This design comes from an exercise in tuning for small area and a short achievable clock period on the open sky130 flow, not from production work. In this exercise RTL edits were held to simulation tests only and were not proved equivalent to the original. No activity file was given, so power comes from the tool's default toggle rates.

==> flow/design.v <==
module router (
    input logic clk,
    input logic rst_n,
    input logic [3:0]  req_i,
    input logic [31:0] data_n_i,
    input logic [31:0] data_s_i,
    input logic [31:0] data_e_i,
    input logic [31:0] data_w_i,
    input logic        yumi_i,
    output logic [31:0] data_o,
    output logic        valid_o,
    output logic        busy_o
);
    logic [31:0] buffer [0:63];
    logic [63:0] rsel;         
    logic [7:0]  wlo, whi;     
    logic [7:0]  wlo_g;        
    logic [6:0]  count;
    logic        empty;        
    logic full, write_en, read_en;
    logic [31:0] din, rdata;
    assign full     = count[6];
    assign write_en = (|req_i) && !full;
    assign read_en  = yumi_i && !empty;
    always_comb begin
        if (req_i[0])      din = data_n_i;
        else if (req_i[1]) din = data_s_i;
        else if (req_i[2]) din = data_e_i;
        else               din = data_w_i;
    end
    always_ff @(posedge clk) begin
        for (int h = 0; h < 8; h++)
            for (int l = 0; l < 8; l++)
                if (whi[h] && wlo_g[l]) buffer[8*h+l] <= din;
    end
    logic [31:0] grp_n [0:21];
    for (genvar k = 0; k < 21; k++) begin : g_grp
        router_rd_grp3 u_grp (.d0(buffer[3*k]), .d1(buffer[3*k+1]), .d2(buffer[3*k+2]),
                              .s0(rsel[3*k]), .s1(rsel[3*k+1]), .s2(rsel[3*k+2]),
                              .y_n(grp_n[k]));
    end
    assign grp_n[21] = ~({32{rsel[63]}} & buffer[63]);
    logic [31:0] or9 [0:7];
    logic [31:0] or27_n [0:2];
    for (genvar k = 0; k < 7; k++) begin : g_or9
        router_nand3 u_nand (.a(grp_n[3*k]), .b(grp_n[3*k+1]), .c(grp_n[3*k+2]), .y(or9[k]));
    end
    assign or9[7] = ~grp_n[21];
    router_nor3 u_nor0 (.a(or9[0]), .b(or9[1]), .c(or9[2]), .y(or27_n[0]));
    router_nor3 u_nor1 (.a(or9[3]), .b(or9[4]), .c(or9[5]), .y(or27_n[1]));
    router_nor2 u_nor2 (.a(or9[6]), .b(or9[7]), .y(or27_n[2]));
    router_nand3 u_nand_last (.a(or27_n[0]), .b(or27_n[1]), .c(or27_n[2]), .y(rdata));
    always_ff @(posedge clk) data_o <= rdata;
    logic [6:0] count_next;
    always_comb begin
        if (write_en && !read_en)      count_next = count + 7'd1;
        else if (!write_en && read_en) count_next = count - 7'd1;
        else                           count_next = count;
    end
    logic [7:0] wlo_next;
    assign wlo_next = write_en ? {wlo[6:0], wlo[7]} : wlo;
    always_ff @(posedge clk or negedge rst_n) begin
        if (!rst_n) begin
            rsel    <= 64'd1;
            wlo     <= 8'd1;
            wlo_g   <= 8'd1;
            whi     <= 8'd1;
            count   <= 7'd0;
            empty   <= 1'b1;
            valid_o <= 1'b0;
            busy_o  <= 1'b0;
        end else begin
            valid_o <= read_en;
            busy_o  <= (count >= 7'd60);
            if (read_en) rsel <= {rsel[62:0], rsel[63]};
            wlo   <= wlo_next;
            wlo_g <= count_next[6] ? 8'd0 : wlo_next;
            if (write_en && wlo[7]) whi <= {whi[6:0], whi[7]};
            count <= count_next;
            empty <= (empty && !write_en) || (count == 7'd1 && read_en && !write_en);
        end
    end
endmodule
module router_rd_grp3 (
    input  logic [31:0] d0, d1, d2,
    input  logic        s0, s1, s2,
    output logic [31:0] y_n
);
    assign y_n = ~(({32{s0}} & d0) | ({32{s1}} & d1) | ({32{s2}} & d2));
endmodule
module router_nand3 (
    input  logic [31:0] a, b, c,
    output logic [31:0] y
);
    assign y = ~(a & b & c);
endmodule
module router_nor3 (
    input  logic [31:0] a, b, c,
    output logic [31:0] y
);
    assign y = ~(a | b | c);
endmodule
module router_nor2 (
    input  logic [31:0] a, b,
    output logic [31:0] y
);
    assign y = ~(a | b);
endmodule
Settings: LEC_CHECK=0, ABC_CLOCK_PERIOD_IN_PS=2300, CAP_MARGIN=20, CORE_MARGIN=2, CORE_UTILIZATION=60, CTS_CLUSTER_DIAMETER=80, CTS_CLUSTER_SIZE=25, PLACE_DENSITY=0.7, SETUP_SLACK_MARGIN=2.7, SLEW_MARGIN=20, SYNTH_HIERARCHICAL=1, SYNTH_MINIMUM_KEEP_SIZE=0, TNS_END_PERCENT=100; clock period 5.0 ns.
run.sh (not shown) runs the stock make flow with config.mk's settings and CLKGATE_MAP_FILE= SYNTH_SCRIPT=/design/flow/synth_recipe.tcl, a recipe that flattens the netlist after the stock synthesis.
Edit:
--- a/flow/design.v
+++ b/flow/design.v
@@ -48,7 +48,7 @@
     assign or9[7] = ~grp_n[21];
     router_nor3 u_nor0 (.a(or9[0]), .b(or9[1]), .c(or9[2]), .y(or27_n[0]));
     router_nor3 u_nor1 (.a(or9[3]), .b(or9[4]), .c(or9[5]), .y(or27_n[1]));
-    router_nor2 u_nor2 (.a(or9[6]), .b(or9[7]), .y(or27_n[2]));
+    router_nor3 u_nor2 (.a(or9[6]), .b(or9[7]), .c(32'd0),  .y(or27_n[2]));
     router_nand3 u_nand_last (.a(or27_n[0]), .b(or27_n[1]), .c(or27_n[2]), .y(rdata));
     always_ff @(posedge clk) data_o <= rdata;
     logic [6:0] count_next;
@@ -77,7 +77,7 @@
             wlo_g <= count_next[6] ? 8'd0 : wlo_next;
             if (write_en && wlo[7]) whi <= {whi[6:0], whi[7]};
             count <= count_next;
-            empty <= (empty && !write_en) || (count == 7'd1 && read_en && !write_en);
+            empty <= (count_next == 7'd0);
         end
     end
 endmodule
@@ -100,9 +100,3 @@
 );
     assign y = ~(a | b | c);
 endmodule
-module router_nor2 (
-    input  logic [31:0] a, b,
-    output logic [31:0] y
-);
-    assign y = ~(a | b);
-endmodule
Outcome: Wire length is higher by 11%. Setup slack improved by 8.2 ps. Design area is higher by 1.3%. Non-clock buffer count is higher by 85. Synthesized area hardly moves. Clock power is higher by about 0.9%. Flip-flop and latch count does not change. Cell count is higher by 4.4%. Core utilization is higher by 0.80 points. Hold slack got worse by 5.3 ps. Via count is higher by 6.8%.

afterwards: timing with drivers on the ports:
The flow's constraints put no driver on any port. The routed layouts listed below were extracted and timed again, unchanged, in two steps. Step 1 (the two cells are an assumption about what drives the block):
set clk [get_ports {clk}]
set_driving_cell -lib_cell sky130_fd_sc_hd__clkbuf_16 $clk
set_driving_cell -lib_cell sky130_fd_sc_hd__buf_2 [delete_from_list [all_inputs] $clk]
Step 2 times the ports against the registers' clock, not the clock port: input delays grow and output delays shrink by t, the midpoint of the rising clock arrivals with the driver on. a / b / c = no drivers / after step 1 / after step 2; a / b = the first two.
run | t, ns | setup WS [ns] | clock arrival spread, ns
the first run | 0.804 | 2.555 / 2.555 / 1.956 | 0.061 / 0.061
the second run | 0.823 | 2.564 / 2.564 / 1.873 | 0.049 / 0.049
After both steps setup and hold are still met in every run listed. For the second run, which loses most, drivers alone change the setup slack by 0.000 ns; drivers and shift together by -0.691 ns.
